Background: an optimization exercise with open tools, aiming at small area and a short achievable clock period. Do not read the settings as production practice. At most, simulation tests tie the RTL to the original design; equivalence was not proved. Power and IR drop assume default switching activity.

// LCD_CTRL
module LCD_CTRL(clk,reset,datain,cmd,cmd_valid,dataout,output_valid,busy);
For scale: about 600 flip-flops, roughly 24 I/O pins, about 0.018 mm^2 of cells after synthesis.
Settings: LEC_CHECK=0, CAP_MARGIN=20, CORE_MARGIN=2, CORE_UTILIZATION=40, SETUP_SLACK_MARGIN=3.0, SLEW_MARGIN=20, SYNTH_HIERARCHICAL=1; clock period 5.5 ns.
run.sh (not shown) runs the stock make flow with config.mk's settings and CLKGATE_MAP_FILE= SYNTH_SCRIPT=/design/flow/synth_recipe.tcl, a recipe that flattens the netlist after the stock synthesis.
Then changed:
SETUP_SLACK_MARGIN = 3.4   (was 3.0)
Result:
- The new run completed without violations
- combinational power came out higher by about 8%
- sequential power hardly moves
- power came out higher by 2.4%
- area after synthesis does not change
- global-route usage stays flat
- non-clock buffer count increases by 19
Function was not checked in any run of this note: the RTL went through the layout flow alone.


== build 71 ==
Another version of the RTL of LCD_CTRL (not shown whole).
Size in the first run: roughly 1600 cells after synthesis, ~600 flip-flops, roughly 24 I/O pins, about 19000 µm² of cells after synthesis.
make LEC_CHECK=0 CAP_MARGIN=20 CORE_MARGIN=2 CORE_UTILIZATION=40 CTS_CLUSTER_DIAMETER=100 CTS_CLUSTER_SIZE=25 SETUP_SLACK_MARGIN=3.3 SLEW_MARGIN=20 SYNTH_HIERARCHICAL=1 finish   # period 5.5 ns
[inputs] trial 23 vs build 71
Settings: changing SETUP_SLACK_MARGIN from 3.3 to 3.6.
### Flow results
Changes observed in trial 23 relative to build 71: final worst-path cycle share picked up an extra 0.31 points, share of layout cells above drive strength 1 picked up an extra 3.0 points, final area picked up an extra about 2.3%, required time at the endpoint of the critical path lost 0.03 ns, data arrival time of the worst path neither gained nor lost much. Re count of clock-buffer cells in the layout: build 71 was lower than trial 23.
No run of this note included a check of the RTL's function; only the layout flow was run.


## the reference run
Another version of the RTL of LCD_CTRL (not shown whole).
For scale: ~1300 cells after synthesis, roughly 600 flip-flops, about 24 I/O pins, roughly 17000 sq um of cells after synthesis.
// LCD_CTRL
module LCD_CTRL(clk,reset,datain,cmd,cmd_valid,dataout,output_valid,busy);
make LEC_CHECK=0 CAP_MARGIN=20 CORE_MARGIN=2 CORE_UTILIZATION=40 CTS_CLUSTER_DIAMETER=100 CTS_CLUSTER_SIZE=25 SETUP_SLACK_MARGIN=3.2 SLEW_MARGIN=20 SYNTH_HIERARCHICAL=1 finish   # period 5.5 ns
Relative to the reference run, the following input files were edited for the trial run:
- changing SETUP_SLACK_MARGIN from 3.2 to 3.3
Notes after the runs:
Looking at topmost layer with routed signal wires, the met4 result is from the trial run; the met5 one comes from the reference run. Of the two values seen for end of the critical path, hi_n[4] was produced by the trial run and hi_n[6] by the reference run. [compare] base=the reference run new=the trial run: setup slack decreased 0.054 ns; number of instances in the placed design shows no meaningful change; worst setup slack after placement now sits lower; post-route cell area went up 0.84%.
Function was not checked in any run of this note: the RTL went through the layout flow alone.


Another version of the RTL of LCD_CTRL (not shown whole).
Size in the first run: roughly 1300 cells after synthesis, ~600 flip-flops, about 24 I/O pins, ~0.017 mm2 of cells after synthesis.
==> flow/config.mk <==
export PLATFORM = sky130hd
export DESIGN_NAME = LCD_CTRL
export DESIGN_NICKNAME = LCD_CTRL
export VERILOG_FILES = /design/flow/design.v
export SDC_FILE = /design/flow/constraint.sdc
export NUM_CORES = 4
export LEC_CHECK = 0
export CAP_MARGIN = 20
export CORE_MARGIN = 2
export CORE_UTILIZATION = 40
export CTS_CLUSTER_DIAMETER = 100
export CTS_CLUSTER_SIZE = 25
export SETUP_SLACK_MARGIN = 3.3
export SLEW_MARGIN = 20
export SYNTH_HIERARCHICAL = 1
export TNS_END_PERCENT = 5
==> flow/constraint.sdc <==
create_clock -name core_clock -period 5.5 [get_ports {clk}]
set_input_delay 1.1000 -clock core_clock [delete_from_list [all_inputs] [get_ports {clk}]]
set_output_delay 1.1000 -clock core_clock [all_outputs]
set_load 0.01 [all_outputs]
Change:
PLACE_DENSITY = 0.75   (was not set)
TNS_END_PERCENT = not set   (was 5)
The new run finished with timing, DRC and antenna clean.
Non-clock buffer count decreases by 5.
Register-to-register slack is about the same.
Core utilization stays flat.
Die area does not change.
Worst hold slack loses 8.5 ps.
Total power decreases by 0.64%.
Change:
CORE_UTILIZATION = 50   (was 40)
PLACE_DENSITY = 0.65   (was 0.75)
Result:
- The changed run finished with timing, DRC and antenna clean
- design area stays the same
- sequential share of layout area barely changes
- routed wire length rises by 2.7%
Change:
CORE_UTILIZATION = 40   (was 50)
CTS_BUF_LIST = sky130_fd_sc_hd__clkbuf_8 sky130_fd_sc_hd__clkbuf_16   (was not set)
CTS_CLUSTER_DIAMETER = 80   (was 100)
CTS_CLUSTER_SIZE = 20   (was 25)
PLACE_DENSITY = not set   (was 0.65)
=>
- global-route usage falls by 3.8 points
- setup slack is better by 12 ps
- die area rises by about 24%
- fmax rises by about 0.55%
- area after synthesis is unchanged
- design area rises by 1.5%
- total power rises by about 4.7%
- first-iteration DRC count falls by about 3.5%
- routed wire length rises by 0.63%
- worst hold slack is better by 3.5 ps
- sequential power falls by about 1%
Change:
CTS_BUF_LIST = not set   (was sky130_fd_sc_hd__clkbuf_8 sky130_fd_sc_hd__clkbuf_16)
CTS_CLUSTER_DIAMETER = 100   (was 80)
CTS_CLUSTER_SIZE = 25   (was 20)
=>
- The changed run completed with no timing, DRC or antenna violations
- first-iteration DRC count climbs by 7.4%
- total power falls by about 4%
- final area fell by 1.3%
- sequential cell count stays the same
- die area stays the same
- hold slack degrades by 5.0 ps
- sequential share of layout area went up by 0.76 points
- register-to-register slack hardly moves
- maximum frequency increases by about 0.6%
- combinational power hardly moves
Change:
SETUP_SLACK_MARGIN = 3.2   (was 3.3)
Outcome:
- The new run completed without violations
- wire length goes up by 0.84%
- sequential share of layout area goes up by 0.54 points
- utilization goes down by 0.35 points
- cell area goes down by about 0.8%
- power goes down by 0.61%
- non-clock buffer count goes down by 9
- register-to-register slack is worse by 40 ps
- clock power hardly moves
- synthesized area is unchanged
- clock-buffer cell count goes up by 1
- die area stays the same


Another version of the RTL of LCD_CTRL (not shown whole).
Size: roughly 600 flip-flops, roughly 24 I/O pins.
clock: 5.5 ns
lec_check: 0
cap_margin: 20
core_margin: 2
core_utilization: 40
cts_cluster_diameter: 60
cts_cluster_size: 40
setup_slack_margin: 3.3
slew_margin: 20
synth_hierarchical: 1
Rerun with:
- CTS_CLUSTER_DIAMETER: 60 -> 100
- CTS_CLUSTER_SIZE: 40 -> 25
- SETUP_SLACK_MARGIN: 3.3 -> 3.6
What happened: Worst setup slack is worse by 18 ps. Final area grows slightly. Wire length grows by a few percent. Critical path depth does not change. Utilization grows by 0.87 points. Worst hold slack is worse by 21 ps.
Rerun with:
- CORE_UTILIZATION: 40 -> 60
- SETUP_SLACK_MARGIN: 3.6 -> 3.3
After rerunning: Final area went down by 5.3%; final cell count went down by 12%; clock-buffer cell count fell by 1; die area is lower by 33%; power is lower by 4.7%; setup slack gets better by 4.2 ps; routed wire length fell by 6.4%.
Rerun with:
- CORE_UTILIZATION: 60 -> 40
- SETUP_SLACK_MARGIN: 3.3 -> 3.4
=> The new run produced a clean layout; design area increases by a few percent; setup slack is better by 21 ps; utilization decreases by 21 points; synthesized area does not change; power increases by a few percent; routed wire length increases by a few percent; combinational power increases by roughly a tenth.


Another version of the RTL of LCD_CTRL (not shown whole).
For scale: ~1300 cells after synthesis, ~24 I/O pins.
make LEC_CHECK=0 CAP_MARGIN=20 CORE_MARGIN=2 CORE_UTILIZATION=40 CTS_CLUSTER_DIAMETER=100 CTS_CLUSTER_SIZE=25 SETUP_SLACK_MARGIN=3.6 SLEW_MARGIN=20 SYNTH_HIERARCHICAL=1 finish   # period 5.5 ns
==> next run, changes <==
- SETUP_SLACK_MARGIN: 3.6 -> 3.3
=>
- sequential power stays flat
- maximum frequency hardly moves
- via count climbs by 0.85%
- first-iteration DRC count falls by 6.2%
- die area does not change
- synthesized area stays the same
No functional check of the RTL was part of any run of this note.


The RTL this note starts from:
==> flow/design.v <==
module LCD_CTRL(clk,reset,datain,cmd,cmd_valid,dataout,output_valid,busy);
input clk;
input reset;
input [7:0] datain;
input [2:0] cmd;
input cmd_valid;
output [7:0] dataout;
output output_valid;
output busy;
reg [7:0] ring [0:63];
reg [5:0] phase;              
reg [5:0] base;               
reg       busy_r, ov_r;       
reg [3:0] cnt;                
reg [5:0] ra_reg;             
reg [2:0] ox, oy;
reg       mag;
reg [7:0] out_r;
integer i;
wire is_load = busy_r & ~ov_r;
wire accept  = ~busy_r & cmd_valid;
wire ox0 = (ox == 3'd0), ox4 = (ox == 3'd4);
wire oy0 = (oy == 3'd0), oy4 = (oy == 3'd4);
reg [5:0] bn;
always @* begin
  case (cmd)
    3'd1: bn = 6'd62;
    3'd2: bn = phase - 6'd18;
    3'd4: bn = ox4 ? base : base - 6'd1;
    3'd5: bn = ox0 ? base : base + 6'd1;
    3'd6: bn = oy0 ? base : base + 6'd8;
    3'd7: bn = oy4 ? base : base - 6'd8;
    default: bn = base;
  endcase
end
wire out_view = (cmd == 3'd1) | (cmd == 3'd3) | (~mag & (cmd != 3'd2));
wire [5:0] ra = busy_r ? ra_reg : out_view ? phase : bn;
wire [7:0]  lo = 8'd1 << ra[2:0];
wire [7:0]  hi = 8'd1 << ra[5:3];
wire [63:0] sel;
wire [7:0]  rd;
genvar g, b;
generate
  for (g = 0; g < 64; g = g + 1) begin : s
    assign sel[g] = lo[g%8] & hi[g/8];
  end
  for (b = 0; b < 8; b = b + 1) begin : rbit
    wire [20:0] t;
    wire        t21;
    wire [5:0]  u;
    wire        v0, v1;
    for (g = 0; g < 21; g = g + 1) begin : a3
      lcd_aoi222 ua (.a(sel[3*g]), .b(ring[3*g][b]), .c(sel[3*g+1]), .d(ring[3*g+1][b]),
                     .e(sel[3*g+2]), .f(ring[3*g+2][b]), .y(t[g]));
    end
    lcd_nand2 ub (.a(sel[63]), .b(ring[63][b]), .y(t21));
    lcd_nand4 n0 (.a(t[0]),  .b(t[1]),  .c(t[2]),  .d(t[3]),  .y(u[0]));
    lcd_nand4 n1 (.a(t[4]),  .b(t[5]),  .c(t[6]),  .d(t[7]),  .y(u[1]));
    lcd_nand4 n2 (.a(t[8]),  .b(t[9]),  .c(t[10]), .d(t[11]), .y(u[2]));
    lcd_nand4 n3 (.a(t[12]), .b(t[13]), .c(t[14]), .d(t[15]), .y(u[3]));
    lcd_nand4 n4 (.a(t[16]), .b(t[17]), .c(t[18]), .d(t[19]), .y(u[4]));
    lcd_nand2 n5 (.a(t[20]), .b(t21), .y(u[5]));
    lcd_nor3  m0 (.a(u[0]), .b(u[1]), .c(u[2]), .y(v0));
    lcd_nor3  m1 (.a(u[3]), .b(u[4]), .c(u[5]), .y(v1));
    lcd_nand2 m2 (.a(v0), .b(v1), .y(rd[b]));
  end
endgenerate
wire       row_next = (cnt[1:0] == 2'd2);
wire       mag_n    = (cmd == 3'd2) | (mag & ~out_view);
reg  [5:0] step;
always @* begin
  if (ov_r)         step = mag ? (row_next ? 6'd60 : 6'd0) : (row_next ? 6'd55 : 6'd63);
  else if (busy_r)  step = (ra_reg == 6'd62) ? 6'd63 : 6'd1;
  else if (cmd == 3'd1) step = 6'd1;
  else              step = mag_n ? 6'd0 : 6'd63;
end
always @(posedge clk) begin
  for (i = 63; i > 0; i = i - 1) ring[i] <= ring[i-1];
  ring[0] <= is_load ? datain : ring[63];
  out_r  <= rd;
  ra_reg <= ((accept & (cmd == 3'd1)) ? 6'd62 : ra) + step;
  phase  <= (accept & (cmd == 3'd1)) ? 6'd63 : phase + 6'd1;
  base   <= (accept ? bn : base) + 6'd1;
  cnt    <= ov_r ? cnt + 4'd1 : 4'd0;
end
always @(posedge clk) begin
  if (reset) begin
    busy_r <= 1'b0;
    ov_r   <= 1'b0;
  end else if (~busy_r) begin
    if (cmd_valid) begin
      busy_r <= 1'b1;
      ov_r   <= (cmd != 3'd1);
    end
  end else if (is_load) begin
    if (ra_reg == 6'd62) ov_r <= 1'b1;
  end else if (cnt == 4'd15) begin
    busy_r <= 1'b0;
    ov_r   <= 1'b0;
  end
end
always @(posedge clk) begin
  if (accept) begin
    mag <= mag_n;
    case (cmd)
      3'd1: begin ox <= 3'd0; oy <= 3'd0; end
      3'd2: begin ox <= 3'd2; oy <= 3'd2; end
      3'd4: if (!ox4) ox <= ox + 3'd1;
      3'd5: if (!ox0) ox <= ox - 3'd1;
      3'd6: if (!oy0) oy <= oy - 3'd1;
      3'd7: if (!oy4) oy <= oy + 3'd1;
      default: ;
    endcase
  end
end
assign dataout      = out_r;
assign busy         = busy_r;
assign output_valid = ov_r;
endmodule
module lcd_aoi222(input a, b, c, d, e, f, output y);
  assign y = ~((a & b) | (c & d) | (e & f));
endmodule
module lcd_nand4(input a, b, c, d, output y);
  assign y = ~(a & b & c & d);
endmodule
module lcd_nand2(input a, b, output y);
  assign y = ~(a & b);
endmodule
module lcd_nor3(input a, b, c, output y);
  assign y = ~(a | b | c);
endmodule
export LEC_CHECK = 0
export CAP_MARGIN = 20
export CORE_MARGIN = 2
export CORE_UTILIZATION = 40
export SETUP_SLACK_MARGIN = 0
export SLEW_MARGIN = 20
export SYNTH_HIERARCHICAL = 1
create_clock -name core_clock -period 5.5 [get_ports {clk}]
The baseline finished with timing, DRC and antenna clean.
Edit:
SETUP_SLACK_MARGIN = 3.0   (was 0)
Clock-buffer cell count came out higher by 2.
Area after synthesis is unchanged.
Worst hold slack degrades by 0.0037 ns.
Total power rose by roughly a tenth.
Global-route usage rose by 1.2 points.
First-iteration DRC count went up by a few percent.
Fmax increases by a quarter to a third.
Critical path depth climbs by 2.
No functional check of the RTL was part of any run of this note.

==> separate check: timing with driven ports <==
In the flow no input, the clock included, has a driving cell. The finished layouts below were timed again as built, in two steps. Step 1, drivers: a clkbuf_16 drives clk and a buf_2 each remaining input, both assumed. Step 2, shift: input delay + t, output delay - t, t = (earliest + latest rising clock arrival at the registers) / 2. This alone moves slack from input paths to output paths. Slacks: no drivers / after step 1 / after step 2; pairs: no drivers / after step 1.
| run | t (ns) | setup WS [ns] | latest minus earliest clock arrival (ns) | worst register clock-pin slew, ns |
|---|---|---|---|---|
| the first run of note 1 | 0.655 | 2.399 / 2.399 / 2.399 | 0.031 / 0.032 | 0.07 / 0.07 |
| the second run of note 1 | 0.659 | 2.433 / 2.433 / 2.433 | 0.034 / 0.033 | 0.07 / 0.07 |
| build 71 | 0.661 | 3.082 / 3.082 / 2.426 | 0.027 / 0.028 | 0.11 / 0.11 |
| trial 23 | 0.668 | 3.065 / 3.077 / 2.409 | 0.043 / 0.043 | 0.11 / 0.11 |
| the reference run | 0.645 | 3.108 / 3.107 / 2.462 | 0.018 / 0.018 | 0.10 / 0.10 |
| the trial run | 0.651 | 3.054 / 3.067 / 2.435 | 0.049 / 0.049 | 0.10 / 0.10 |
| the first run of note 4 | 0.647 | 3.266 / 3.220 / 2.650 | 0.021 / 0.021 | 0.11 / 0.11 |
| the second run of note 4 | 0.645 | 3.267 / 3.267 / 2.682 | 0.038 / 0.039 | 0.10 / 0.10 |
| the third run of note 4 | 0.621 | 3.256 / 3.256 / 2.705 | 0.025 / 0.026 | 0.10 / 0.10 |
| the fourth run of note 4 | 0.599 | 3.268 / 3.268 / 2.755 | 0.021 / 0.021 | 0.08 / 0.08 |
| the fifth run of note 4 | 0.637 | 3.282 / 3.277 / 2.716 | 0.036 / 0.035 | 0.10 / 0.10 |
| the sixth run of note 4 | 0.629 | 3.224 / 3.239 / 2.620 | 0.030 / 0.030 | 0.10 / 0.10 |
| the first run of note 5 | 0.657 | 3.301 / 3.253 / 2.611 | 0.030 / 0.030 | 0.11 / 0.11 |
| the second run of note 5 | 0.641 | 3.283 / 3.241 / 2.619 | 0.051 / 0.050 | 0.10 / 0.10 |
| the third run of note 5 | 0.641 | 3.287 / 3.258 / 2.645 | 0.023 / 0.023 | 0.10 / 0.10 |
| the fourth run of note 5 | 0.641 | 3.308 / 3.257 / 2.651 | 0.039 / 0.039 | 0.11 / 0.11 |
| the first run of note 6 | 0.633 | 2.671 / 2.684 / 2.051 | 0.042 / 0.041 | 0.10 / 0.10 |
| the second run of note 6 | 0.633 | 2.667 / 2.672 / 2.039 | 0.037 / 0.037 | 0.10 / 0.10 |
| the first run of note 7 | 0.607 | 0.718 / 0.745 / 0.139 | 0.014 / 0.015 | 0.07 / 0.07 |
| the second run of note 7 | 0.613 | 1.712 / 1.725 / 1.113 | 0.027 / 0.027 | 0.07 / 0.07 |
After both steps every run listed still meets setup and hold. The setup slack of the first run of note 5, which loses most, moves by -0.048 ns with the drivers and by -0.690 ns with both steps.
